This is an optimization exercise on Yosys and OpenROAD, whose aim is small area, a short achievable clock period and few clock cycles, not a production implementation.
The RTL was checked by simulation tests, not by an equivalence proof against the original design.

[design/flow/config.mk]
export PLATFORM = sky130hd
export DESIGN_NAME = PSE
export DESIGN_NICKNAME = PSE
export VERILOG_FILES = /design/flow/design.v
export SDC_FILE = /design/flow/constraint.sdc
export NUM_CORES = 4
export LEC_CHECK = 0
export ABC_AREA = 1
export CAP_MARGIN = 20
export CORE_MARGIN = 2
export CORE_UTILIZATION = 70
export PLACE_DENSITY = 0.7
export SLEW_MARGIN = 60
export SYNTH_HIERARCHICAL = 1
export SYNTH_MINIMUM_KEEP_SIZE = 0
[design/flow/standard.sh]
#!/bin/bash
# synth_recipe.tcl (not shown) runs the flow's synth.tcl, then flattens the netlist and writes it again
# the make line also repeats each setting of config.mk as NAME=value (left out here)
make -C /OpenROAD-flow-scripts/flow DESIGN_CONFIG=/design/flow/config.mk WORK_HOME=/design/flow/orfs CLKGATE_MAP_FILE= SYNTH_SCRIPT=/design/flow/synth_recipe.tcl "${@:-finish}"
[design/flow/flow/run.sh]
#!/bin/bash
# Layout flow: the standard flow (standard.sh), with two changes in how
# the layout is made:
#  * the port buffers are sky130_fd_sc_hd__buf_2 cells (buffer_ports picks a
#    slow delay cell by default);
#  * after global placement and repair_design, size.tcl upsizes gates on the
#    worst paths (drive strengths only; the netlist's function, the registers
#    and the constraints stay the same), before detailed placement.
# Each step's full output goes to a log file of its own in this folder.
set -euo pipefail
export BUFFER_PORTS_ARGS="-buffer_cell sky130_fd_sc_hd__buf_2"
RES=$PWD/orfs/results/$FLOW_PLATFORM/PSE/base
bash standard.sh $RES/3_4_place_resized.odb > flow_1_to_resize.log 2>&1
cp $RES/3_4_place_resized.odb $RES/3_4_place_resized_unsized.odb
SIZE_IN=$RES/3_4_place_resized_unsized.odb SIZE_OUT=$RES/3_4_place_resized.odb \
  LIB=$FLOW_HOME/platforms/$FLOW_PLATFORM/lib/sky130_fd_sc_hd__tt_025C_1v80.lib \
  SDC=$FLOW_SDC SIZE_ITERS=80 SIZE_WINDOW=0.3 \
  openroad -exit -no_init flow/size.tcl > flow_2_size.log 2>&1
bash standard.sh > flow_3_to_finish.log 2>&1
[design/flow/design.v]
module PSE (clk, reset, Xin, Yin, point_num, valid, Xout, Yout);
input clk;
input reset;
input [9:0] Xin;
input [9:0] Yin;
input [2:0] point_num;
output reg valid;
output reg [9:0] Xout;
output reg [9:0] Yout;
localparam ST_IN = 2'd0, ST_PAIR = 2'd1, ST_OUT = 2'd2, ST_GAP = 2'd3;
reg [1:0] st;
reg [2:0] nreg;      
reg [2:0] cnt;       
reg [1:0] len;       
reg [1:0] pos;       
reg [1:0] pc;        
reg [2:0] L0, L1, L2;
reg [5:1] asel;      
reg [4:1] bsel;      
reg [19:0] S0, S1, S2, S3, S4, S5;
wire [19:0] A = ({20{asel[1]}} & S1) | ({20{asel[2]}} & S2) | ({20{asel[3]}} & S3) |
                ({20{asel[4]}} & S4) | ({20{asel[5]}} & S5);
wire [19:0] B = ({20{bsel[1]}} & S1) | ({20{bsel[2]}} & S2) | ({20{bsel[3]}} & S3) |
                ({20{bsel[4]}} & S4);
wire [10:0] ax, ay, bx, by;      
pse_sub sax (.a(A[19:10]), .b(S0[19:10]), .d(ax));
pse_sub say (.a(A[9:0]), .b(S0[9:0]), .d(ay));
pse_sub sbx (.a(B[19:10]), .b(S0[19:10]), .d(bx));
pse_sub sby (.a(B[9:0]), .b(S0[9:0]), .d(by));
wire bef;    
pse_cmp cmp (.ax(ax), .ay(ay), .bx(bx), .by(by), .bef(bef));
wire [5:1] hi_oh = {nreg == 3'd6, nreg == 3'd5, nreg == 3'd4, nreg == 3'd3, 1'b0};
wire [5:1] lo_oh = {1'b0, nreg == 3'd6, nreg == 3'd5, nreg == 3'd4, nreg == 3'd3};
wire [2:0] ins = {1'b0, len} + 3'd1;
wire ins_act = (st == ST_IN) && (ins + 3'd3 <= nreg) && (ins < cnt);
wire at_end = (pos == len - 2'd1);
wire take_last = (st == ST_IN) && (cnt != 3'd0) && (cnt == nreg - 3'd1);
wire lrem = (pos != len);
wire prem = (pc != 2'd2);
wire last_out = ({1'b0, pos} + {1'b0, pc} == {1'b0, len} + 3'd1);   
wire [2:0] lp = (pos == 2'd0) ? L1 : L2;
wire [4:1] lp_oh = {1'b0, lp == 3'd3, lp == 3'd2, lp == 3'd1};
wire [4:1] l0_oh = {1'b0, L0 == 3'd3, L0 == 3'd2, L0 == 3'd1};
localparam NW = 9 + 2 + 2 + 2 + 5 + 4 + 2 + 1 + 1;
function [NW-1:0] nxt;
	input b;
	reg [2:0] n0, n1, n2;
	reg [1:0] nlen, npos, npc, nst;
	reg [5:1] nasel;
	reg [4:1] nbsel;
	reg nvalid, sela;
	reg [1:0] q;
	begin
		n0 = L0; n1 = L1; n2 = L2;
		nlen = len; npos = pos; npc = pc; nst = st;
		nasel = asel; nbsel = bsel; nvalid = 1'b0; sela = 1'b0;
		case (st)
			ST_IN: begin
				if (ins_act) begin
					if (b || at_end) begin
						q = b ? pos : pos + 2'd1;    
						if (q == 2'd0) n0 = ins;
						if (q == 2'd1) n1 = ins; else if (q < 2'd1) n1 = L0;
						if (q == 2'd2) n2 = ins; else if (q < 2'd2) n2 = L1;
						nlen = len + 2'd1;
						npos = 2'd0;
						nasel = {asel[4:1], 1'b0};
						nbsel = (q == 2'd0) ? asel[4:1] : l0_oh;
					end else begin
						npos = pos + 2'd1;
						nbsel = lp_oh;
					end
				end
				if (take_last) begin
					nst = ST_PAIR;
					nasel = hi_oh;
					nbsel = lo_oh[4:1];
				end
			end
			ST_PAIR: begin
				nvalid = 1'b1;
				nst = ST_OUT;
				npos = 2'd0;
				nasel = b ? hi_oh : lo_oh;
				nbsel = l0_oh;
			end
			ST_OUT: begin
				nvalid = 1'b1;
				sela = prem && (!lrem || b);
				if (sela) begin
					npc = pc + 2'd1;
					nasel = (hi_oh | lo_oh) & ~asel;
				end else begin
					npos = pos + 2'd1;
					nbsel = lp_oh;
				end
				if (last_out) nst = ST_GAP;
			end
			default: begin
				nst = ST_IN;
			end
		endcase
		nxt = {n0, n1, n2, nlen, npos, npc, nasel, nbsel, nst, nvalid, sela};
	end
endfunction
wire [NW-1:0] nx0 = nxt(1'b0);
wire [NW-1:0] nx1 = nxt(1'b1);
wire [NW-1:0] nx = bef ? nx1 : nx0;
wire pair = (st == ST_PAIR);
wire sa1 = !pair && prem;
wire sa0 = !pair && prem && !lrem;
wire sb1 = !pair && !prem;
wire sb0 = !pair && !(prem && !lrem);
wire [19:0] xo1 = ({20{pair}} & S0) | ({20{sa1}} & A) | ({20{sb1}} & B);
wire [19:0] xo0 = ({20{pair}} & S0) | ({20{sa0}} & A) | ({20{sb0}} & B);
always @(posedge clk) begin
	if (st == ST_IN) begin
		case (cnt)
			3'd0: S0 <= {Xin, Yin};
			3'd1: S1 <= {Xin, Yin};
			3'd2: S2 <= {Xin, Yin};
			3'd3: S3 <= {Xin, Yin};
			3'd4: S4 <= {Xin, Yin};
			default: S5 <= {Xin, Yin};
		endcase
	end
	{Xout, Yout} <= ({20{bef}} & xo1) | ({20{!bef}} & xo0);
	if (st == ST_IN && cnt == 3'd0) begin
		nreg <= point_num;
		len <= (point_num == 3'd3) ? 2'd0 : 2'd1;
		pos <= 2'd0;
		pc <= 2'd0;
		L0 <= 3'd1;
		asel <= 5'b00010;
		bsel <= 4'b0001;
	end else begin
		{L0, L1, L2, len, pos, pc, asel, bsel} <= nx[NW-1:4];
	end
end
always @(posedge clk) begin
	if (reset) begin
		st <= ST_IN;
		cnt <= 3'd0;
		valid <= 1'b0;
	end else begin
		st <= nx[3:2];
		valid <= nx[1];
		if (st == ST_IN) cnt <= cnt + 3'd1;
		else if (st == ST_GAP) cnt <= 3'd0;
	end
end
endmodule
module pse_sub (a, b, d);
input [9:0] a, b;
output [10:0] d;
assign d = {1'b0, a} - {1'b0, b};
endmodule
module pse_cmp (ax, ay, bx, by, bef);
input [10:0] ax, ay, bx, by;
output bef;
wire ao1;
wire at2;
wire an3;
wire ap4;
wire ap5;
wire ap6;
wire ap7;
wire ap8;
wire ap9;
wire ap10;
wire ap11;
wire ap12;
wire ap13;
wire ap14;
wire ap15;
wire ao16;
wire at17;
wire an18;
wire ap19;
wire ap20;
wire ap21;
wire ap22;
wire ap23;
wire ap24;
wire ap25;
wire ap26;
wire ap27;
wire ap28;
wire ap29;
wire ap30;
wire ao31;
wire at32;
wire an33;
wire ap34;
wire ap35;
wire ap36;
wire ap37;
wire ap38;
wire ap39;
wire ap40;
wire ap41;
wire ap42;
wire ap43;
wire ap44;
wire ap45;
wire ao46;
wire at47;
wire an48;
wire ap49;
wire ap50;
wire ap51;
wire ap52;
wire ap53;
wire ap54;
wire ap55;
wire ap56;
wire ap57;
wire ap58;
wire ap59;
wire ap60;
wire ao61;
wire at62;
wire an63;
wire ap64;
wire ap65;
wire ap66;
wire ap67;
wire ap68;
wire ap69;
wire ap70;
wire ap71;
wire ap72;
wire ap73;
wire ap74;
wire ap75;
wire ao76;
wire at77;
wire an78;
wire ap79;
wire ap80;
wire ap81;
wire ap82;
wire ap83;
wire ap84;
wire ap85;
wire ap86;
wire ap87;
wire ap88;
wire ap89;
wire ap90;
wire bo91;
wire bt92;
wire bn93;
wire bp94;
wire bp95;
wire bp96;
wire bp97;
wire bp98;
wire bp99;
wire bp100;
wire bp101;
wire bp102;
wire bp103;
wire bp104;
wire bp105;
wire bo106;
wire bt107;
wire bn108;
wire bp109;
wire bp110;
wire bp111;
wire bp112;
wire bp113;
wire bp114;
wire bp115;
wire bp116;
wire bp117;
wire bp118;
wire bp119;
wire bp120;
wire bo121;
wire bt122;
wire bn123;
wire bp124;
wire bp125;
wire bp126;
wire bp127;
wire bp128;
wire bp129;
wire bp130;
wire bp131;
wire bp132;
wire bp133;
wire bp134;
wire bp135;
wire bo136;
wire bt137;
wire bn138;
wire bp139;
wire bp140;
wire bp141;
wire bp142;
wire bp143;
wire bp144;
wire bp145;
wire bp146;
wire bp147;
wire bp148;
wire bp149;
wire bp150;
wire bo151;
wire bt152;
wire bn153;
wire bp154;
wire bp155;
wire bp156;
wire bp157;
wire bp158;
wire bp159;
wire bp160;
wire bp161;
wire bp162;
wire bp163;
wire bp164;
wire bp165;
wire bo166;
wire bt167;
wire bn168;
wire bp169;
wire bp170;
wire bp171;
wire bp172;
wire bp173;
wire bp174;
wire bp175;
wire bp176;
wire bp177;
wire bp178;
wire bp179;
wire bp180;
wire s181;
wire c182;
wire k183;
wire k184;
wire k185;
wire k186;
wire k187;
wire k188;
wire s189;
wire c190;
wire s191;
wire c192;
wire s193;
wire c194;
wire s195;
wire c196;
wire s197;
wire c198;
wire s199;
wire c200;
wire s201;
wire c202;
wire s203;
wire c204;
wire s205;
wire c206;
wire s207;
wire c208;
wire s209;
wire c210;
wire s211;
wire c212;
wire s213;
wire c214;
wire s215;
wire c216;
wire s217;
wire c218;
wire s219;
wire c220;
wire s221;
wire c222;
wire s223;
wire c224;
wire s225;
wire c226;
wire s227;
wire c228;
wire s229;
wire c230;
wire s231;
wire c232;
wire s233;
wire c234;
wire s235;
wire c236;
wire s237;
wire c238;
wire s239;
wire c240;
wire s241;
wire c242;
wire s243;
wire c244;
wire s245;
wire c246;
wire s247;
wire c248;
wire s249;
wire c250;
wire s251;
wire c252;
wire s253;
wire c254;
wire s255;
wire c256;
wire s257;
wire c258;
wire s259;
wire c260;
wire s261;
wire c262;
wire s263;
wire c264;
wire s265;
wire c266;
wire s267;
wire c268;
wire s269;
wire c270;
wire s271;
wire c272;
wire s273;
wire c274;
wire s275;
wire c276;
wire s277;
wire c278;
wire s279;
wire c280;
wire s281;
wire c282;
wire s283;
wire c284;
wire s285;
wire c286;
wire s287;
wire c288;
wire s289;
wire c290;
wire s291;
wire c292;
wire s293;
wire c294;
wire s295;
wire c296;
wire s297;
wire c298;
wire s299;
wire c300;
wire s301;
wire c302;
wire s303;
wire c304;
wire s305;
wire c306;
wire s307;
wire c308;
wire s309;
wire c310;
wire s311;
wire c312;
wire s313;
wire c314;
wire s315;
wire c316;
wire s317;
wire c318;
wire s319;
wire c320;
wire s321;
wire c322;
wire s323;
wire c324;
wire s325;
wire c326;
wire s327;
wire c328;
wire s329;
wire c330;
wire s331;
wire c332;
wire s333;
wire c334;
wire s335;
wire c336;
wire s337;
wire c338;
wire s339;
wire c340;
wire s341;
wire c342;
wire s343;
wire c344;
wire s345;
wire c346;
wire s347;
wire c348;
wire s349;
wire c350;
wire s351;
wire c352;
wire s353;
wire c354;
wire s355;
wire c356;
wire s357;
wire c358;
wire s359;
wire c360;
wire s361;
wire c362;
wire s363;
wire c364;
wire s365;
wire c366;
wire s367;
wire c368;
wire s369;
wire c370;
wire s371;
wire c372;
wire s373;
wire c374;
wire s375;
wire c376;
wire s377;
wire c378;
wire s379;
wire c380;
wire s381;
wire c382;
wire s383;
wire c384;
wire s385;
wire c386;
wire s387;
wire c388;
wire s389;
wire c390;
wire s391;
wire c392;
wire s393;
wire c394;
wire s395;
wire c396;
wire s397;
wire c398;
wire s399;
wire c400;
wire s401;
wire c402;
wire s403;
wire c404;
wire s405;
wire c406;
wire s407;
wire c408;
wire s409;
wire c410;
wire s411;
wire c412;
wire s413;
wire c414;
wire s415;
wire c416;
wire s417;
wire c418;
wire s419;
wire c420;
wire s421;
wire c422;
wire s423;
wire c424;
wire s425;
wire c426;
wire s427;
wire c428;
wire s429;
wire c430;
wire s431;
wire c432;
wire s433;
wire c434;
wire s435;
wire c436;
wire s437;
wire c438;
wire s439;
wire c440;
wire s441;
wire c442;
wire s443;
wire c444;
wire s445;
wire c446;
wire s447;
wire c448;
wire s449;
wire c450;
wire s451;
wire c452;
wire s453;
wire c454;
wire s455;
wire c456;
wire s457;
wire c458;
wire s459;
wire c460;
assign ao1 = ax[0] ^ 1'b0;
assign at2 = (ax[1] & ~ax[0] & ~1'b0) | (~ax[1] & ax[0] & 1'b0);
assign an3 = ax[1];
assign ap4 = ((ao1 & by[0]) | (at2 & 1'b0)) ^ an3;
assign ap5 = ((ao1 & by[1]) | (at2 & by[0])) ^ an3;
assign ap6 = ((ao1 & by[2]) | (at2 & by[1])) ^ an3;
assign ap7 = ((ao1 & by[3]) | (at2 & by[2])) ^ an3;
assign ap8 = ((ao1 & by[4]) | (at2 & by[3])) ^ an3;
assign ap9 = ((ao1 & by[5]) | (at2 & by[4])) ^ an3;
assign ap10 = ((ao1 & by[6]) | (at2 & by[5])) ^ an3;
assign ap11 = ((ao1 & by[7]) | (at2 & by[6])) ^ an3;
assign ap12 = ((ao1 & by[8]) | (at2 & by[7])) ^ an3;
assign ap13 = ((ao1 & by[9]) | (at2 & by[8])) ^ an3;
assign ap14 = ((ao1 & by[10]) | (at2 & by[9])) ^ an3;
assign ap15 = ~(((ao1 & by[10]) | (at2 & by[10])) ^ an3);
assign ao16 = ax[2] ^ ax[1];
assign at17 = (ax[3] & ~ax[2] & ~ax[1]) | (~ax[3] & ax[2] & ax[1]);
assign an18 = ax[3];
assign ap19 = ((ao16 & by[0]) | (at17 & 1'b0)) ^ an18;
assign ap20 = ((ao16 & by[1]) | (at17 & by[0])) ^ an18;
assign ap21 = ((ao16 & by[2]) | (at17 & by[1])) ^ an18;
assign ap22 = ((ao16 & by[3]) | (at17 & by[2])) ^ an18;
assign ap23 = ((ao16 & by[4]) | (at17 & by[3])) ^ an18;
assign ap24 = ((ao16 & by[5]) | (at17 & by[4])) ^ an18;
assign ap25 = ((ao16 & by[6]) | (at17 & by[5])) ^ an18;
assign ap26 = ((ao16 & by[7]) | (at17 & by[6])) ^ an18;
assign ap27 = ((ao16 & by[8]) | (at17 & by[7])) ^ an18;
assign ap28 = ((ao16 & by[9]) | (at17 & by[8])) ^ an18;
assign ap29 = ((ao16 & by[10]) | (at17 & by[9])) ^ an18;
assign ap30 = ~(((ao16 & by[10]) | (at17 & by[10])) ^ an18);
assign ao31 = ax[4] ^ ax[3];
assign at32 = (ax[5] & ~ax[4] & ~ax[3]) | (~ax[5] & ax[4] & ax[3]);
assign an33 = ax[5];
assign ap34 = ((ao31 & by[0]) | (at32 & 1'b0)) ^ an33;
assign ap35 = ((ao31 & by[1]) | (at32 & by[0])) ^ an33;
assign ap36 = ((ao31 & by[2]) | (at32 & by[1])) ^ an33;
assign ap37 = ((ao31 & by[3]) | (at32 & by[2])) ^ an33;
assign ap38 = ((ao31 & by[4]) | (at32 & by[3])) ^ an33;
assign ap39 = ((ao31 & by[5]) | (at32 & by[4])) ^ an33;
assign ap40 = ((ao31 & by[6]) | (at32 & by[5])) ^ an33;
assign ap41 = ((ao31 & by[7]) | (at32 & by[6])) ^ an33;
assign ap42 = ((ao31 & by[8]) | (at32 & by[7])) ^ an33;
assign ap43 = ((ao31 & by[9]) | (at32 & by[8])) ^ an33;
assign ap44 = ((ao31 & by[10]) | (at32 & by[9])) ^ an33;
assign ap45 = ~(((ao31 & by[10]) | (at32 & by[10])) ^ an33);
assign ao46 = ax[6] ^ ax[5];
assign at47 = (ax[7] & ~ax[6] & ~ax[5]) | (~ax[7] & ax[6] & ax[5]);
assign an48 = ax[7];
assign ap49 = ((ao46 & by[0]) | (at47 & 1'b0)) ^ an48;
assign ap50 = ((ao46 & by[1]) | (at47 & by[0])) ^ an48;
assign ap51 = ((ao46 & by[2]) | (at47 & by[1])) ^ an48;
assign ap52 = ((ao46 & by[3]) | (at47 & by[2])) ^ an48;
assign ap53 = ((ao46 & by[4]) | (at47 & by[3])) ^ an48;
assign ap54 = ((ao46 & by[5]) | (at47 & by[4])) ^ an48;
assign ap55 = ((ao46 & by[6]) | (at47 & by[5])) ^ an48;
assign ap56 = ((ao46 & by[7]) | (at47 & by[6])) ^ an48;
assign ap57 = ((ao46 & by[8]) | (at47 & by[7])) ^ an48;
assign ap58 = ((ao46 & by[9]) | (at47 & by[8])) ^ an48;
assign ap59 = ((ao46 & by[10]) | (at47 & by[9])) ^ an48;
assign ap60 = ~(((ao46 & by[10]) | (at47 & by[10])) ^ an48);
assign ao61 = ax[8] ^ ax[7];
assign at62 = (ax[9] & ~ax[8] & ~ax[7]) | (~ax[9] & ax[8] & ax[7]);
assign an63 = ax[9];
assign ap64 = ((ao61 & by[0]) | (at62 & 1'b0)) ^ an63;
assign ap65 = ((ao61 & by[1]) | (at62 & by[0])) ^ an63;
assign ap66 = ((ao61 & by[2]) | (at62 & by[1])) ^ an63;
assign ap67 = ((ao61 & by[3]) | (at62 & by[2])) ^ an63;
assign ap68 = ((ao61 & by[4]) | (at62 & by[3])) ^ an63;
assign ap69 = ((ao61 & by[5]) | (at62 & by[4])) ^ an63;
assign ap70 = ((ao61 & by[6]) | (at62 & by[5])) ^ an63;
assign ap71 = ((ao61 & by[7]) | (at62 & by[6])) ^ an63;
assign ap72 = ((ao61 & by[8]) | (at62 & by[7])) ^ an63;
assign ap73 = ((ao61 & by[9]) | (at62 & by[8])) ^ an63;
assign ap74 = ((ao61 & by[10]) | (at62 & by[9])) ^ an63;
assign ap75 = ~(((ao61 & by[10]) | (at62 & by[10])) ^ an63);
assign ao76 = ax[10] ^ ax[9];
assign at77 = (ax[10] & ~ax[10] & ~ax[9]) | (~ax[10] & ax[10] & ax[9]);
assign an78 = ax[10];
assign ap79 = ((ao76 & by[0]) | (at77 & 1'b0)) ^ an78;
assign ap80 = ((ao76 & by[1]) | (at77 & by[0])) ^ an78;
assign ap81 = ((ao76 & by[2]) | (at77 & by[1])) ^ an78;
assign ap82 = ((ao76 & by[3]) | (at77 & by[2])) ^ an78;
assign ap83 = ((ao76 & by[4]) | (at77 & by[3])) ^ an78;
assign ap84 = ((ao76 & by[5]) | (at77 & by[4])) ^ an78;
assign ap85 = ((ao76 & by[6]) | (at77 & by[5])) ^ an78;
assign ap86 = ((ao76 & by[7]) | (at77 & by[6])) ^ an78;
assign ap87 = ((ao76 & by[8]) | (at77 & by[7])) ^ an78;
assign ap88 = ((ao76 & by[9]) | (at77 & by[8])) ^ an78;
assign ap89 = ((ao76 & by[10]) | (at77 & by[9])) ^ an78;
assign ap90 = ~(((ao76 & by[10]) | (at77 & by[10])) ^ an78);
assign bo91 = ay[0] ^ 1'b0;
assign bt92 = (ay[1] & ~ay[0] & ~1'b0) | (~ay[1] & ay[0] & 1'b0);
assign bn93 = ~ay[1];
assign bp94 = ((bo91 & bx[0]) | (bt92 & 1'b0)) ^ bn93;
assign bp95 = ((bo91 & bx[1]) | (bt92 & bx[0])) ^ bn93;
assign bp96 = ((bo91 & bx[2]) | (bt92 & bx[1])) ^ bn93;
assign bp97 = ((bo91 & bx[3]) | (bt92 & bx[2])) ^ bn93;
assign bp98 = ((bo91 & bx[4]) | (bt92 & bx[3])) ^ bn93;
assign bp99 = ((bo91 & bx[5]) | (bt92 & bx[4])) ^ bn93;
assign bp100 = ((bo91 & bx[6]) | (bt92 & bx[5])) ^ bn93;
assign bp101 = ((bo91 & bx[7]) | (bt92 & bx[6])) ^ bn93;
assign bp102 = ((bo91 & bx[8]) | (bt92 & bx[7])) ^ bn93;
assign bp103 = ((bo91 & bx[9]) | (bt92 & bx[8])) ^ bn93;
assign bp104 = ((bo91 & bx[10]) | (bt92 & bx[9])) ^ bn93;
assign bp105 = ~(((bo91 & bx[10]) | (bt92 & bx[10])) ^ bn93);
assign bo106 = ay[2] ^ ay[1];
assign bt107 = (ay[3] & ~ay[2] & ~ay[1]) | (~ay[3] & ay[2] & ay[1]);
assign bn108 = ~ay[3];
assign bp109 = ((bo106 & bx[0]) | (bt107 & 1'b0)) ^ bn108;
assign bp110 = ((bo106 & bx[1]) | (bt107 & bx[0])) ^ bn108;
assign bp111 = ((bo106 & bx[2]) | (bt107 & bx[1])) ^ bn108;
assign bp112 = ((bo106 & bx[3]) | (bt107 & bx[2])) ^ bn108;
assign bp113 = ((bo106 & bx[4]) | (bt107 & bx[3])) ^ bn108;
assign bp114 = ((bo106 & bx[5]) | (bt107 & bx[4])) ^ bn108;
assign bp115 = ((bo106 & bx[6]) | (bt107 & bx[5])) ^ bn108;
assign bp116 = ((bo106 & bx[7]) | (bt107 & bx[6])) ^ bn108;
assign bp117 = ((bo106 & bx[8]) | (bt107 & bx[7])) ^ bn108;
assign bp118 = ((bo106 & bx[9]) | (bt107 & bx[8])) ^ bn108;
assign bp119 = ((bo106 & bx[10]) | (bt107 & bx[9])) ^ bn108;
assign bp120 = ~(((bo106 & bx[10]) | (bt107 & bx[10])) ^ bn108);
assign bo121 = ay[4] ^ ay[3];
assign bt122 = (ay[5] & ~ay[4] & ~ay[3]) | (~ay[5] & ay[4] & ay[3]);
assign bn123 = ~ay[5];
assign bp124 = ((bo121 & bx[0]) | (bt122 & 1'b0)) ^ bn123;
assign bp125 = ((bo121 & bx[1]) | (bt122 & bx[0])) ^ bn123;
assign bp126 = ((bo121 & bx[2]) | (bt122 & bx[1])) ^ bn123;
assign bp127 = ((bo121 & bx[3]) | (bt122 & bx[2])) ^ bn123;
assign bp128 = ((bo121 & bx[4]) | (bt122 & bx[3])) ^ bn123;
assign bp129 = ((bo121 & bx[5]) | (bt122 & bx[4])) ^ bn123;
assign bp130 = ((bo121 & bx[6]) | (bt122 & bx[5])) ^ bn123;
assign bp131 = ((bo121 & bx[7]) | (bt122 & bx[6])) ^ bn123;
assign bp132 = ((bo121 & bx[8]) | (bt122 & bx[7])) ^ bn123;
assign bp133 = ((bo121 & bx[9]) | (bt122 & bx[8])) ^ bn123;
assign bp134 = ((bo121 & bx[10]) | (bt122 & bx[9])) ^ bn123;
assign bp135 = ~(((bo121 & bx[10]) | (bt122 & bx[10])) ^ bn123);
assign bo136 = ay[6] ^ ay[5];
assign bt137 = (ay[7] & ~ay[6] & ~ay[5]) | (~ay[7] & ay[6] & ay[5]);
assign bn138 = ~ay[7];
assign bp139 = ((bo136 & bx[0]) | (bt137 & 1'b0)) ^ bn138;
assign bp140 = ((bo136 & bx[1]) | (bt137 & bx[0])) ^ bn138;
assign bp141 = ((bo136 & bx[2]) | (bt137 & bx[1])) ^ bn138;
assign bp142 = ((bo136 & bx[3]) | (bt137 & bx[2])) ^ bn138;
assign bp143 = ((bo136 & bx[4]) | (bt137 & bx[3])) ^ bn138;
assign bp144 = ((bo136 & bx[5]) | (bt137 & bx[4])) ^ bn138;
assign bp145 = ((bo136 & bx[6]) | (bt137 & bx[5])) ^ bn138;
assign bp146 = ((bo136 & bx[7]) | (bt137 & bx[6])) ^ bn138;
assign bp147 = ((bo136 & bx[8]) | (bt137 & bx[7])) ^ bn138;
assign bp148 = ((bo136 & bx[9]) | (bt137 & bx[8])) ^ bn138;
assign bp149 = ((bo136 & bx[10]) | (bt137 & bx[9])) ^ bn138;
assign bp150 = ~(((bo136 & bx[10]) | (bt137 & bx[10])) ^ bn138);
assign bo151 = ay[8] ^ ay[7];
assign bt152 = (ay[9] & ~ay[8] & ~ay[7]) | (~ay[9] & ay[8] & ay[7]);
assign bn153 = ~ay[9];
assign bp154 = ((bo151 & bx[0]) | (bt152 & 1'b0)) ^ bn153;
assign bp155 = ((bo151 & bx[1]) | (bt152 & bx[0])) ^ bn153;
assign bp156 = ((bo151 & bx[2]) | (bt152 & bx[1])) ^ bn153;
assign bp157 = ((bo151 & bx[3]) | (bt152 & bx[2])) ^ bn153;
assign bp158 = ((bo151 & bx[4]) | (bt152 & bx[3])) ^ bn153;
assign bp159 = ((bo151 & bx[5]) | (bt152 & bx[4])) ^ bn153;
assign bp160 = ((bo151 & bx[6]) | (bt152 & bx[5])) ^ bn153;
assign bp161 = ((bo151 & bx[7]) | (bt152 & bx[6])) ^ bn153;
assign bp162 = ((bo151 & bx[8]) | (bt152 & bx[7])) ^ bn153;
assign bp163 = ((bo151 & bx[9]) | (bt152 & bx[8])) ^ bn153;
assign bp164 = ((bo151 & bx[10]) | (bt152 & bx[9])) ^ bn153;
assign bp165 = ~(((bo151 & bx[10]) | (bt152 & bx[10])) ^ bn153);
assign bo166 = ay[10] ^ ay[9];
assign bt167 = (ay[10] & ~ay[10] & ~ay[9]) | (~ay[10] & ay[10] & ay[9]);
assign bn168 = ~ay[10];
assign bp169 = ((bo166 & bx[0]) | (bt167 & 1'b0)) ^ bn168;
assign bp170 = ((bo166 & bx[1]) | (bt167 & bx[0])) ^ bn168;
assign bp171 = ((bo166 & bx[2]) | (bt167 & bx[1])) ^ bn168;
assign bp172 = ((bo166 & bx[3]) | (bt167 & bx[2])) ^ bn168;
assign bp173 = ((bo166 & bx[4]) | (bt167 & bx[3])) ^ bn168;
assign bp174 = ((bo166 & bx[5]) | (bt167 & bx[4])) ^ bn168;
assign bp175 = ((bo166 & bx[6]) | (bt167 & bx[5])) ^ bn168;
assign bp176 = ((bo166 & bx[7]) | (bt167 & bx[6])) ^ bn168;
assign bp177 = ((bo166 & bx[8]) | (bt167 & bx[7])) ^ bn168;
assign bp178 = ((bo166 & bx[9]) | (bt167 & bx[8])) ^ bn168;
assign bp179 = ((bo166 & bx[10]) | (bt167 & bx[9])) ^ bn168;
assign bp180 = ~(((bo166 & bx[10]) | (bt167 & bx[10])) ^ bn168);
assign s181 = an78 ^ bn168;
assign c182 = an78 & bn168;
assign k183 = ~bp171;
assign k184 = ~bp171;
assign k185 = ~bp174;
assign k186 = ~bp176;
assign k187 = ~bp178;
assign k188 = ~bp180;
pse_ha us189 (.a(ap10), .b(ap23), .s(s189), .co(c190));
pse_fa us191 (.a(ap12), .b(ap25), .c(ap38), .s(s191), .co(c192));
pse_ha us193 (.a(ap51), .b(ap64), .s(s193), .co(c194));
pse_fa us195 (.a(ap13), .b(ap26), .c(ap39), .s(s195), .co(c196));
pse_ha us197 (.a(ap52), .b(ap65), .s(s197), .co(c198));
pse_fa us199 (.a(ap14), .b(ap27), .c(ap40), .s(s199), .co(c200));
pse_fa us201 (.a(ap53), .b(ap66), .c(ap79), .s(s201), .co(c202));
pse_fa us203 (.a(bp104), .b(bp117), .c(bp130), .s(s203), .co(c204));
pse_fa us205 (.a(ap15), .b(ap28), .c(ap41), .s(s205), .co(c206));
pse_fa us207 (.a(ap54), .b(ap67), .c(ap80), .s(s207), .co(c208));
pse_fa us209 (.a(bp105), .b(bp118), .c(bp131), .s(s209), .co(c210));
pse_ha us211 (.a(bp144), .b(bp157), .s(s211), .co(c212));
pse_fa us213 (.a(ap29), .b(ap42), .c(ap55), .s(s213), .co(c214));
pse_fa us215 (.a(ap68), .b(ap81), .c(bp119), .s(s215), .co(c216));
pse_ha us217 (.a(bp132), .b(bp145), .s(s217), .co(c218));
pse_fa us219 (.a(ap30), .b(ap43), .c(ap56), .s(s219), .co(c220));
pse_fa us221 (.a(ap69), .b(ap82), .c(bp120), .s(s221), .co(c222));
pse_ha us223 (.a(bp133), .b(bp146), .s(s223), .co(c224));
pse_fa us225 (.a(ap44), .b(ap57), .c(ap70), .s(s225), .co(c226));
pse_ha us227 (.a(ap83), .b(bp134), .s(s227), .co(c228));
pse_ha us229 (.a(ap45), .b(ap58), .s(s229), .co(c230));
pse_fa us231 (.a(ap8), .b(ap21), .c(ap34), .s(s231), .co(c232));
pse_ha us233 (.a(ap9), .b(ap22), .s(s233), .co(c234));
pse_fa us235 (.a(s189), .b(ap36), .c(ap49), .s(s235), .co(c236));
pse_fa us237 (.a(an48), .b(bp100), .c(bp113), .s(s237), .co(c238));
pse_fa us239 (.a(c190), .b(ap11), .c(ap24), .s(s239), .co(c240));
pse_fa us241 (.a(ap37), .b(ap50), .c(bp101), .s(s241), .co(c242));
pse_ha us243 (.a(bp114), .b(bp127), .s(s243), .co(c244));
pse_fa us245 (.a(s191), .b(s193), .c(an63), .s(s245), .co(c246));
pse_fa us247 (.a(bp102), .b(bp115), .c(bp128), .s(s247), .co(c248));
pse_fa us249 (.a(bp141), .b(bp154), .c(bn153), .s(s249), .co(c250));
pse_fa us251 (.a(c192), .b(c194), .c(s195), .s(s251), .co(c252));
pse_fa us253 (.a(s197), .b(bp103), .c(bp116), .s(s253), .co(c254));
pse_fa us255 (.a(bp129), .b(bp142), .c(bp155), .s(s255), .co(c256));
pse_fa us257 (.a(c196), .b(c198), .c(s199), .s(s257), .co(c258));
pse_fa us259 (.a(s201), .b(s203), .c(bp143), .s(s259), .co(c260));
pse_fa us261 (.a(bp156), .b(bp169), .c(s181), .s(s261), .co(c262));
pse_fa us263 (.a(c200), .b(c202), .c(c204), .s(s263), .co(c264));
pse_fa us265 (.a(s205), .b(s207), .c(s209), .s(s265), .co(c266));
pse_fa us267 (.a(s211), .b(bp170), .c(c182), .s(s267), .co(c268));
pse_fa us269 (.a(c206), .b(c208), .c(c210), .s(s269), .co(c270));
pse_fa us271 (.a(c212), .b(s213), .c(s215), .s(s271), .co(c272));
pse_fa us273 (.a(s217), .b(bp158), .c(k183), .s(s273), .co(c274));
pse_fa us275 (.a(c214), .b(c216), .c(c218), .s(s275), .co(c276));
pse_fa us277 (.a(s219), .b(s221), .c(s223), .s(s277), .co(c278));
pse_fa us279 (.a(bp159), .b(bp172), .c(k184), .s(s279), .co(c280));
pse_fa us281 (.a(c220), .b(c222), .c(c224), .s(s281), .co(c282));
pse_fa us283 (.a(s225), .b(s227), .c(bp147), .s(s283), .co(c284));
pse_fa us285 (.a(bp160), .b(bp173), .c(bp171), .s(s285), .co(c286));
pse_fa us287 (.a(c226), .b(c228), .c(s229), .s(s287), .co(c288));
pse_fa us289 (.a(ap71), .b(ap84), .c(bp135), .s(s289), .co(c290));
pse_fa us291 (.a(bp148), .b(bp161), .c(k185), .s(s291), .co(c292));
pse_fa us293 (.a(c230), .b(ap59), .c(ap72), .s(s293), .co(c294));
pse_fa us295 (.a(ap85), .b(bp149), .c(bp162), .s(s295), .co(c296));
pse_ha us297 (.a(bp175), .b(bp174), .s(s297), .co(c298));
pse_fa us299 (.a(ap60), .b(ap73), .c(ap86), .s(s299), .co(c300));
pse_ha us301 (.a(bp150), .b(bp163), .s(s301), .co(c302));
pse_ha us303 (.a(ap74), .b(ap87), .s(s303), .co(c304));
pse_fa us305 (.a(ap6), .b(ap19), .c(an18), .s(s305), .co(c306));
pse_ha us307 (.a(ap7), .b(ap20), .s(s307), .co(c308));
pse_fa us309 (.a(s231), .b(an33), .c(bp98), .s(s309), .co(c310));
pse_ha us311 (.a(bp111), .b(bp124), .s(s311), .co(c312));
pse_fa us313 (.a(c232), .b(s233), .c(ap35), .s(s313), .co(c314));
pse_fa us315 (.a(bp99), .b(bp112), .c(bp125), .s(s315), .co(c316));
pse_fa us317 (.a(c234), .b(s235), .c(s237), .s(s317), .co(c318));
pse_fa us319 (.a(bp126), .b(bp139), .c(bn138), .s(s319), .co(c320));
pse_fa us321 (.a(c236), .b(c238), .c(s239), .s(s321), .co(c322));
pse_fa us323 (.a(s241), .b(s243), .c(bp140), .s(s323), .co(c324));
pse_fa us325 (.a(c240), .b(c242), .c(c244), .s(s325), .co(c326));
pse_fa us327 (.a(s245), .b(s247), .c(s249), .s(s327), .co(c328));
pse_fa us329 (.a(c246), .b(c248), .c(c250), .s(s329), .co(c330));
pse_fa us331 (.a(s251), .b(s253), .c(s255), .s(s331), .co(c332));
pse_fa us333 (.a(c252), .b(c254), .c(c256), .s(s333), .co(c334));
pse_fa us335 (.a(s257), .b(s259), .c(s261), .s(s335), .co(c336));
pse_fa us337 (.a(c258), .b(c260), .c(c262), .s(s337), .co(c338));
pse_fa us339 (.a(s263), .b(s265), .c(s267), .s(s339), .co(c340));
pse_fa us341 (.a(c264), .b(c266), .c(c268), .s(s341), .co(c342));
pse_fa us343 (.a(s269), .b(s271), .c(s273), .s(s343), .co(c344));
pse_fa us345 (.a(c270), .b(c272), .c(c274), .s(s345), .co(c346));
pse_fa us347 (.a(s275), .b(s277), .c(s279), .s(s347), .co(c348));
pse_fa us349 (.a(c276), .b(c278), .c(c280), .s(s349), .co(c350));
pse_fa us351 (.a(s281), .b(s283), .c(s285), .s(s351), .co(c352));
pse_fa us353 (.a(c282), .b(c284), .c(c286), .s(s353), .co(c354));
pse_fa us355 (.a(s287), .b(s289), .c(s291), .s(s355), .co(c356));
pse_fa us357 (.a(c288), .b(c290), .c(c292), .s(s357), .co(c358));
pse_fa us359 (.a(s293), .b(s295), .c(s297), .s(s359), .co(c360));
pse_fa us361 (.a(c294), .b(c296), .c(c298), .s(s361), .co(c362));
pse_fa us363 (.a(s299), .b(s301), .c(k186), .s(s363), .co(c364));
pse_fa us365 (.a(c300), .b(c302), .c(s303), .s(s365), .co(c366));
pse_fa us367 (.a(bp164), .b(bp177), .c(bp176), .s(s367), .co(c368));
pse_fa us369 (.a(c304), .b(ap75), .c(ap88), .s(s369), .co(c370));
pse_ha us371 (.a(bp165), .b(k187), .s(s371), .co(c372));
pse_ha us373 (.a(ap89), .b(bp179), .s(s373), .co(c374));
pse_ha us375 (.a(ap4), .b(an3), .s(s375), .co(c376));
pse_ha us377 (.a(s305), .b(bp96), .s(s377), .co(c378));
pse_fa us379 (.a(c306), .b(s307), .c(bp97), .s(s379), .co(c380));
pse_fa us381 (.a(c308), .b(s309), .c(s311), .s(s381), .co(c382));
pse_fa us383 (.a(c310), .b(c312), .c(s313), .s(s383), .co(c384));
pse_fa us385 (.a(c314), .b(c316), .c(s317), .s(s385), .co(c386));
pse_fa us387 (.a(c318), .b(c320), .c(s321), .s(s387), .co(c388));
pse_fa us389 (.a(c322), .b(c324), .c(s325), .s(s389), .co(c390));
pse_fa us391 (.a(c326), .b(c328), .c(s329), .s(s391), .co(c392));
pse_fa us393 (.a(c330), .b(c332), .c(s333), .s(s393), .co(c394));
pse_fa us395 (.a(c334), .b(c336), .c(s337), .s(s395), .co(c396));
pse_fa us397 (.a(c338), .b(c340), .c(s341), .s(s397), .co(c398));
pse_fa us399 (.a(c342), .b(c344), .c(s345), .s(s399), .co(c400));
pse_fa us401 (.a(c346), .b(c348), .c(s349), .s(s401), .co(c402));
pse_fa us403 (.a(c350), .b(c352), .c(s353), .s(s403), .co(c404));
pse_fa us405 (.a(c354), .b(c356), .c(s357), .s(s405), .co(c406));
pse_fa us407 (.a(c358), .b(c360), .c(s361), .s(s407), .co(c408));
pse_fa us409 (.a(c362), .b(c364), .c(s365), .s(s409), .co(c410));
pse_fa us411 (.a(c366), .b(c368), .c(s369), .s(s411), .co(c412));
pse_fa us413 (.a(c370), .b(c372), .c(s373), .s(s413), .co(c414));
pse_ha us415 (.a(c374), .b(ap90), .s(s415), .co(c416));
pse_ha us417 (.a(s375), .b(bp94), .s(s417), .co(c418));
pse_fa us419 (.a(c376), .b(ap5), .c(bp95), .s(s419), .co(c420));
pse_fa us421 (.a(s377), .b(bp109), .c(bn108), .s(s421), .co(c422));
pse_fa us423 (.a(c378), .b(s379), .c(bp110), .s(s423), .co(c424));
pse_fa us425 (.a(c380), .b(s381), .c(bn123), .s(s425), .co(c426));
pse_fa us427 (.a(c382), .b(s383), .c(s315), .s(s427), .co(c428));
pse_fa us429 (.a(c384), .b(s385), .c(s319), .s(s429), .co(c430));
pse_fa us431 (.a(c386), .b(s387), .c(s323), .s(s431), .co(c432));
pse_fa us433 (.a(c388), .b(s389), .c(s327), .s(s433), .co(c434));
pse_fa us435 (.a(c390), .b(s391), .c(s331), .s(s435), .co(c436));
pse_fa us437 (.a(c392), .b(s393), .c(s335), .s(s437), .co(c438));
pse_fa us439 (.a(c394), .b(s395), .c(s339), .s(s439), .co(c440));
pse_fa us441 (.a(c396), .b(s397), .c(s343), .s(s441), .co(c442));
pse_fa us443 (.a(c398), .b(s399), .c(s347), .s(s443), .co(c444));
pse_fa us445 (.a(c400), .b(s401), .c(s351), .s(s445), .co(c446));
pse_fa us447 (.a(c402), .b(s403), .c(s355), .s(s447), .co(c448));
pse_fa us449 (.a(c404), .b(s405), .c(s359), .s(s449), .co(c450));
pse_fa us451 (.a(c406), .b(s407), .c(s363), .s(s451), .co(c452));
pse_fa us453 (.a(c408), .b(s409), .c(s367), .s(s453), .co(c454));
pse_fa us455 (.a(c410), .b(s411), .c(s371), .s(s455), .co(c456));
pse_fa us457 (.a(c412), .b(s413), .c(bp178), .s(s457), .co(c458));
pse_fa us459 (.a(c414), .b(s415), .c(k188), .s(s459), .co(c460));
wire [21:0] r1 = {c458, c456, c454, c452, c450, c448, c446, c444, c442, c440, c438, c436, c434, c432, c430, c428, c426, c424, c422, c420, c418, s417};
wire [21:0] r2 = {s459, s457, s455, s453, s451, s449, s447, s445, s443, s441, s439, s437, s435, s433, s431, s429, s427, s425, s423, s421, s419, bn93};
wire [21:0] sum = r1 + r2;
assign bef = sum[21];
endmodule
module pse_fa (a, b, c, s, co);
input a, b, c;
output s, co;
assign s = a ^ b ^ c;
assign co = (a & b) | (a & c) | (b & c);
endmodule
module pse_ha (a, b, s, co);
input a, b;
output s, co;
assign s = a ^ b;
assign co = a & b;
endmodule
[design/flow/flow/size.tcl]
# Gate sizing on the worst paths.  For the worst endpoint, try a one-step
# upsize of each cell that drives a stage of its worst path and keep the one
# that helps that endpoint most without hurting the design's worst slack;
# repeat.  Constraints are not changed: this only picks drive strengths.
read_db $::env(SIZE_IN)
read_liberty $::env(LIB)
read_sdc $::env(SDC)
source $::env(FLOW_HOME)/platforms/sky130hd/setRC.tcl
estimate_parasitics -placement

proc wns {} { return [expr {[sta::worst_slack_cmd max] * 1e9}] }
proc ep_slack {pin} {
  set pe [lindex [find_timing_paths -path_delay max -to $pin -group_path_count 1] 0]
  return [expr {[$pe slack] * 1e9}]
}
proc bigger {master} {
  if {![regexp {^(.*)_([0-9]+)$} $master -> base sz]} { return "" }
  foreach s {1 2 4 6 8 12 16} {
    if {$s <= $sz} continue
    if {[llength [get_lib_cells -quiet */${base}_$s]] > 0} { return "${base}_$s" }
  }
  return ""
}
set dont {__clkbuf_ __clkinv dlygate clkdlybuf __tap __fill __decap __conb}

set start [wns]
puts "start wns [format %.3f $start]"
set stuck [dict create]
set n 0
for {set it 0} {$it < $::env(SIZE_ITERS)} {incr it} {
  set ws [wns]
  # worst endpoint that is not stuck
  set pe ""
  # the worst endpoint that can still be helped, among those within
  # SIZE_WINDOW of the worst slack (after routing, any of them may be worst)
  set pe ""
  foreach p [find_timing_paths -path_delay max -group_path_count 300 -endpoint_path_count 1 -sort_by_slack] {
    if {![dict exists $stuck [get_full_name [$p pin]]]} { set pe $p; break }
  }
  if {$pe eq ""} break
  set endpin [$pe pin]
  set epname [get_full_name $endpin]
  if {[expr {[$pe slack] * 1e9}] > $ws + $::env(SIZE_WINDOW)} break
  set es [expr {[$pe slack] * 1e9}]
  set cands {}
  foreach pin [[$pe path] pins] {
    if {![$pin is_driver]} continue
    set inst [$pin instance]
    if {$inst eq "NULL" || $inst eq ""} continue
    set iname [get_full_name $inst]
    set m [get_property $inst ref_name]
    set skip 0
    foreach d $dont { if {[string first $d $m] >= 0} { set skip 1 } }
    if {$skip} continue
    set b [bigger $m]
    if {$b ne ""} { lappend cands [list $iname $m $b] }
  }
  set best ""; set bestes [expr {$es + 0.002}]
  foreach c $cands {
    lassign $c iname m b
    replace_cell $iname [get_lib_cells */$b]
    estimate_parasitics -placement
    set e [ep_slack $endpin]
    set w [wns]
    replace_cell $iname [get_lib_cells */$m]
    estimate_parasitics -placement
    if {$e > $bestes && $w >= $ws - 0.0005} { set bestes $e; set best $c }
  }
  if {$best eq ""} { dict set stuck $epname 1; continue }
  lassign $best iname m b
  replace_cell $iname [get_lib_cells */$b]
  estimate_parasitics -placement
  incr n
  puts "it $it $epname: $iname $m -> $b endpoint [format %.3f $es] -> [format %.3f $bestes] wns [format %.3f [wns]]"
}
puts "end wns [format %.3f [wns]] (start [format %.3f $start]), $n cells upsized"
write_db $::env(SIZE_OUT)
[design/flow/constraint.sdc]
create_clock -name core_clock -period 35.0 [get_ports {clk}]
set_input_delay 7.0000 -clock core_clock [delete_from_list [all_inputs] [get_ports {clk}]]
set_output_delay 7.0000 -clock core_clock [all_outputs]
set_load 0.01 [all_outputs]
==> out/qor.yml <==
design.die.area_mm2: 0.0248
via_per_inst: 6.31
tightestPinTransition_ns: 0.594
worst_r2r_endpoint: "L2[2]"
chipWidth_um: 157
critPathKind: "reg -> reg"
clockRootBuffer: "clkbuf_16"
yosys.cell_count.top_type: "nand2_1"
netlist_area_mm2: 0.0165
post_cts_resized: 0
globalplace.congestion: 1.00
r2r_slack_ns: 26.78
critical_path.reg2reg.startpoint: "bsel[1]"
worstSkewPairLatency_ns: 0.45
drt_first_iter_violations: 2120
run_status: "finished clean"
cts_max_path_buffers: 2
ys_seq_elements: 173
tritoncts: "done"
synth_cells: 2046
worst-endpoint-arrival_ns: 8.35
setup_viol: 0
final.setup.tns_ns: 0
io_pins: 46
postRouteAntennaNets: 0
synth_compound_gate_area_share: 0.143
hold_viol_final: 0
globalRouteTotalUtil: 0.424
final-max-slew-violation-count: 0
count_of_flip_flops_with_a_built_in_enable_after_synthesis: 131
timing.hold.worst_path_depth: 2
cts.sinks: 173
synthXorXnorAreaFrac: 0.0675
wire_per_inst_um: 21.7
cts.repair_timing.setup_buffer_count: 0
drcViolationCount: 0
fin_nets: 2308
final_util: 0.766
syn-mean-instance-area_um2: 8.06
via_count: 15075
synth_largest_type_area_fraction: 0.239
synth_seq_area_share: 0.290
initial_antenna_violation_count: 0
synth.mux.area_fraction: 0
initial_utilization: 0.709
synth-simple-area-share: 0.195
grt_pass1_wl_mm: 79.1
holdBufCountCts: 0
setup.worst_path.start_class: "flop"
critPathSlowestCell: "fa_1"
maximum_number_of_pins_on_one_net_before_global_route_repair: 53
core.rowCount: 56
rsz0062_at_grt: "false"
post-synth-top-area-cell: "edfxtp_1"
totalWireLength_mm: 51.9
timing.critical_path.from: "bsel[1]"
place.detailed.hpwl_mm: 38.0
crit_top_cell: "nand2_1"
cts-htree-levels: 4
cap_viol_max_count: 0
synthesis.yosys.warnings: 7
synth.cells.most_frequent: "nand2_1, inv_1, a21oi_1"
drtPass1Iterations: 7
synth_async_sr_flop_share: 0
path_max_fanout: 52
synth_fa_ha_area_frac: 0.227
synthToLayoutAreaGrowth_pct: 8.01
ff2ff_path_depth: 31
post-route-min-period_ns: 8.22
upper_clock_frequency_limit_mhz: 122
grt_overflow: 0
final_layout_size_suffix_gt1_frac: 0.102
hold_class: "reg -> reg"
critical_path.endpoint: "L2[2]"
worst_clock_skew_ns: 0.0184
nFillCells: 1673
synthDistinctLibCells: 50
cp.required_ns: 35.13
synth_area_leaders: "edfxtp_1, fa_1, nand2_1, ha_1, xor2_1"
coreArea_mm2: 0.0233
die_height_um: 157
worstSetupEndpointType: "flop"
clk_slew_on_worst_s_h_paths_ns: 0.09
first_global_vias: 14620
port_buffers: 45
syn_nets: 2298
cts_inserted_buffers: 17
slowest_delay_ns: 0.57
main_combinational_cell_family_by_area_after_synthesis: "adder cells"
ys_dominant_reg_cell: "edfxtp_1"
period_share: 0.235
relSlewSlack: 0.604
[per-module statistics from Yosys, one instance, submodules excluded]
module,times used,cells inside
PSE,1,973
pse_cmp,1,509
pse_sub,4,107
pse_fa,115,1
pse_ha,21,1
[state kept, by name (all words and copies together) (netlist names), 4 cells and up]
register  cells
bsel          4
S2           20
S3           20
S4           20
S5           20
asel          5
Xout         10
Yout         10
S1           20
S0           20
[worst max-delay path: cells and delay by family (launching register included)]
family | cells | cell delay, ns
buf+inv | 3 | 0.53
xor+xnor | 1 | 0.38
simple gates | 13 | 1.88
fa+ha+maj | 7 | 3.02
compound gates | 7 | 1.56
flops | 1 | 0.50
[through the flow]
step                      setup WS [ns]  instances  area [µm²]  hold WS (ns)
after floorplan                   27.49       2046       16500         0.458
after global placement            25.85       2349       16800         0.477
after detailed placement          27.09       2355       17100         0.509
after CTS                         26.98       2387       17800         0.524
after global routing              26.53       2388       17800         0.561
final                             26.78       2389       17800         0.528
[metal layers]
metal	share of wire	global-route usage	vias to the layer above	wire length, µm
met5	0	0	-	0
met4	0.075	0.279	0	3900
met3	0.12	0.111	271	6000
met2	0.45	0.660	1114	23200
met1	0.36	0.521	6924	18800
li1	-	-	6766	-
[layout make-up]
type                            instances  area [µm²]  area share
Multi-Input combinational cell       1566       10700       0.601
Clock inverter                         15         215      0.0121
Inverter                              234         891      0.0500
Clock buffer                           17         425      0.0239
Timing Repair Buffer                   64         385      0.0216
Sequential cell                       173        4790       0.269
Antenna cell                            1        2.50    0.000141
Tap cell                              319         399      0.0224
[placed cells by master (no fill, tap or decap), types with 88 or more instances in the layout]
| cell | netlist | layout |
|---|---|---|
| edfxtp_1 | 131 | 131 |
| a21oi_1 | 156 | 155 |
| inv_1 | 200 | 195 |
| nor2_1 | 121 | 112 |
| ha_1 | 107 | 106 |
| xor2_1 | 119 | 114 |
| nand2_1 | 574 | 555 |
| fa_1 | 120 | 107 |
| o21ai_0 | 94 | 88 |
| o22ai_1 | 90 | 90 |
[how the worst min path moves through the flow]
| stage | from | endpoint | slack (ns) |
|---|---|---|---|
| after detailed placement | pc[0] | pc[0] | 0.51 |
| after global placement | bsel[2] | bsel[2] | 0.48 |
| after CTS | pc[0] | pc[0] | 0.52 |
| after global routing | pc[0] | pc[0] | 0.56 |
| after floorplan | bsel[2] | bsel[2] | 0.46 |
| final | pc[0] | pc[0] | 0.53 |
[cell families (layout without fill, tap and decap cells)]
logic type | after synthesis | count (layout)
XOR/XNOR | 127 | 127
buffers and inverters | 307 | 330
adder cells (fa/ha/maj) | 227 | 227
flip-flops | 173 | 173
AND/OR/NAND/NOR | 801 | 801
other | 0 | 1
AO/OA/AOI/OAI | 411 | 411
Testbench counts, summed over its fixed seeds: cycles 31,902.

[afterwards: timing with drivers on the ports]
In the flow no input, the clock included, has a driving cell. The finished layout below was timed again as built, in two steps.
Step 1, drivers: a clkbuf_16 drives clk and a buf_2 each remaining input, both assumed.
Step 2 also shifts input and output timing later by t, the mid clock arrival at the registers, as if the neighbouring blocks saw the same clock.
Slacks: ideal ports / drivers / drivers and shift; pairs: ideal ports / drivers.
t (ns): 0.487
setup WS [ns]: 26.784 / 26.784 / 26.784
hold WS [ns]: 0.528 / 0.528 / 0.528
worst slew at a driven data input, ns: 0.04
After both steps setup and hold are still met in this run. For this run, drivers alone change the setup slack by 0.000 ns; drivers and shift together by 0.000 ns.
